This is an optimization exercise on Yosys and OpenROAD, whose aim is small area and a short achievable clock period, not a production implementation.
Where RTL was checked, it was by simulation tests only, not by an equivalence proof against the original.
Power is estimated from default activity; no workload was simulated.

==> job 2260: inputs <==
## FloatingPointMultiplierSingle
module FloatingPointMultiplierSingle (clk,reset,en,inputA,inputB,result, OF);
input clk,reset,en;
input [31:0] inputA, inputB;
output reg [31:0] result;
output OF;
wire [31:0] A = inputA;
wire [31:0] B = inputB;
wire [23:0] ma = {1'b1, A[22:0]};
wire [23:0] mb = {1'b1, B[22:0]};
wire [25:0] mbx = {2'b00, mb};
wire [24:0] max1 = {1'b0, ma};       
wire [24:0] max2 = {ma, 1'b0};       
wire one0 = mb[0] ^ 1'b0;
wire two0 = (mbx[1] & ~mb[0] & ~1'b0) | (~mbx[1] & mb[0] & 1'b0);
wire neg0 = mbx[1] & ~(mb[0] & 1'b0);
wire pp1 = ((one0 & max1[0]) | (two0 & max2[0])) ^ neg0;
wire pp2 = ((one0 & max1[1]) | (two0 & max2[1])) ^ neg0;
wire pp3 = ((one0 & max1[2]) | (two0 & max2[2])) ^ neg0;
wire pp4 = ((one0 & max1[3]) | (two0 & max2[3])) ^ neg0;
wire pp5 = ((one0 & max1[4]) | (two0 & max2[4])) ^ neg0;
wire pp6 = ((one0 & max1[5]) | (two0 & max2[5])) ^ neg0;
wire pp7 = ((one0 & max1[6]) | (two0 & max2[6])) ^ neg0;
wire pp8 = ((one0 & max1[7]) | (two0 & max2[7])) ^ neg0;
wire pp9 = ((one0 & max1[8]) | (two0 & max2[8])) ^ neg0;
wire pp10 = ((one0 & max1[9]) | (two0 & max2[9])) ^ neg0;
wire pp11 = ((one0 & max1[10]) | (two0 & max2[10])) ^ neg0;
wire pp12 = ((one0 & max1[11]) | (two0 & max2[11])) ^ neg0;
wire pp13 = ((one0 & max1[12]) | (two0 & max2[12])) ^ neg0;
  ...
make LEC_CHECK=0 CAP_MARGIN=20 CORE_MARGIN=2 CORE_UTILIZATION=45 SETUP_SLACK_MARGIN=4 SLEW_MARGIN=20 TNS_END_PERCENT=100 finish   # period 11.0 ns
run.sh (not shown) runs the stock make flow with config.mk's settings and CLKGATE_MAP_FILE= SYNTH_SCRIPT=/design/flow/synth_recipe.tcl, a recipe that flattens the netlist after the stock synthesis.
==> job 930: changes against job 2260 <==
--- a/flow/design.v
+++ b/flow/design.v
@@ -965,25 +965,28 @@
 reg [31:0] q_row0, q_row1;
 reg q_cK, q_sticky, q_sign, q_of0, q_of1;
 reg [7:0] q_e0;
 reg [1:0] q_cls;
 always @(posedge clk) begin
   if (reset) begin
-    q_row0 <= 0; q_row1 <= 0; q_cK <= 1'b0; q_sticky <= 1'b0; q_sign <= 1'b0;
-    q_of0 <= 1'b0; q_of1 <= 1'b0; q_e0 <= 8'd0; q_cls <= 2'b00;
+    q_sign <= 1'b0; q_cls <= 2'b00;
   end else if (en) begin
+    q_sign <= A[31] ^ B[31]; q_cls <= cls;
+  end
+end
+always @(posedge clk) begin
+  if (en) begin
     q_row0 <= row0; q_row1 <= row1; q_cK <= cK; q_sticky <= sticky;
-    q_sign <= A[31] ^ B[31];
-    q_of0 <= e0[8]; q_of1 <= e1[8]; q_e0 <= e0[7:0]; q_cls <= cls;
+    q_of0 <= e0[8]; q_of1 <= e1[8]; q_e0 <= e0[7:0];
   end
 end
 wire [31:0] P = q_row0 + q_row1 + q_cK;   
 wire n = P[31];
-wire [22:0] m_hi = P[30:8] + (P[7] & q_sticky);
-wire [22:0] m_lo = P[29:7] + P[6];
-wire [22:0] mant = n ? m_hi : m_lo;
+wire [22:0] m_sel = n ? P[30:8] : P[29:7];
+wire m_inc = n ? (P[7] & q_sticky) : P[6];
+wire [22:0] mant = m_sel + m_inc;
 wire [7:0] expo = q_e0 + n;
 wire normal = q_cls == 2'b11;
 assign OF = normal & (n ? q_of1 : q_of0);
 wire [31:0] O;
 assign O[31] = q_sign;
 assign O[30:23] = normal ? expo : (q_cls == 2'b00 ? 8'h00 : 8'hff);
==> flow/flow/run.sh (new file) <==
#!/bin/bash
# Standard ORFS layout with two changes: Yosys's generic ABC pass before
# full-adder extraction is skipped (SYNTH_ARGS=-noabc), so the hand-written
# adder tree maps to full-adder cells without extra inverters; and the port
# buffers are buf_4 cells instead of the default delay-buffer choice.
# Registers are unchanged. ORFS writes each tool's log under orfs/logs.
set -euo pipefail
bash standard.sh SYNTH_ARGS=-noabc "BUFFER_PORTS_ARGS=-buffer_cell sky130_fd_sc_hd__buf_4" finish > standard.log 2>&1
==> flow/standard.sh (new file) <==
#!/bin/bash
# synth_recipe.tcl (not shown) runs the flow's synth.tcl, then flattens the netlist and writes it again
# the make line also repeats each setting of config.mk as NAME=value (left out here)
make -C /OpenROAD-flow-scripts/flow DESIGN_CONFIG=/design/flow/config.mk WORK_HOME=/design/flow/orfs CLKGATE_MAP_FILE= SYNTH_SCRIPT=/design/flow/synth_recipe.tcl "${@:-finish}"
removed: flow/run.sh
==> summary.txt <==
Number of enable-type register cells in the synthesized netlist: job 2260 0; job 930 76
Number of inserted filler cells in the final layout: job 2260 4423; job 930 4109
R2R cell count: job 2260 13; job 930 19
Amount of wire on met2 after detailed routing: job 2260 28500 µm; job 930 28400 µm
Count of different cell masters after synthesis: job 2260 90; job 930 89
Initial core utilization: job 2260 45.7%; job 930 45.7%
Core utilization of the finished layout: job 2260 49.5%; job 930 48.6%
Iter 0 DRT Violations: job 2260 1682; job 930 1455
Clock distribution area overhead in the final layout: job 2260 1.38%; job 930 1.57%
Share of the synthesized area in compound gates (AO/OA/AOI/OAI): job 2260 19.3%; job 930 19.5%
Proportion of cell area occupied by multi-input gates: job 2260 74.5%; job 930 74.5%
Number of non-filler instances in the completed layout: job 2260 2985; job 930 2597
Combinational power share: job 2260 83.3%; job 930 80.4%
Beginning of the worst hold path: job 2260 result[5]; job 930 result[0]
Resize count post-CTS: job 2260 7; job 930 0
Net Sw Power: job 2260 2.73 mW; job 930 3.42 mW
Multi-input gates: job 2260 1828; job 930 1657
Final-stage net count: job 2260 2830; job 930 2454
Largest net degree at the start of global routing: job 2260 66; job 930 51
Post-place setup slack: job 2260 3.17 ns; job 930 3.82 ns
Switching part of the total: job 2260 50.9%; job 930 49.9%
Status: job 2260 finished clean; job 930 finished clean
Core Footprint: job 2260 0.0455 mm²; job 930 0.0432 mm²
Power attributed to the clock group: job 2260 341 µW; job 930 370 µW
Site row count: job 2260 78; job 930 76
Average via count per standard cell: job 2260 5.94; job 930 6.16
No functional check of the RTL was part of job 930.

static timing again, ports no longer ideal:
The flow's constraints put no driver on any port. The routed layouts listed below were extracted and timed again, unchanged, in two steps.
Step 1: set_driving_cell puts a clkbuf_16 on clk and a buf_2 on each other input, an assumption about the parent block.
Step 2 moves the port delays by t, midway between the first and last clock arrival at a register: inputs arrive t later, outputs are due t later. That takes back most of the time a late clock gives input paths.
Slacks: ideal / step 1 / step 2; pairs: ideal / step 1.
| run | t (ns) | setup slack, ns | worst hold slack (ns) |
|---|---|---|---|
| job 2260 | 0.430 | 4.264 / 4.296 / 3.865 | 0.460 / 0.460 / 0.460 |
| job 930 | 0.417 | 4.302 / 4.331 / 3.914 | 0.468 / 0.468 / 0.468 |
After both steps setup and hold are still met in every run listed. The setup slack of job 2260, which loses most, moves by +0.032 ns with the drivers and by -0.399 ns with both steps.
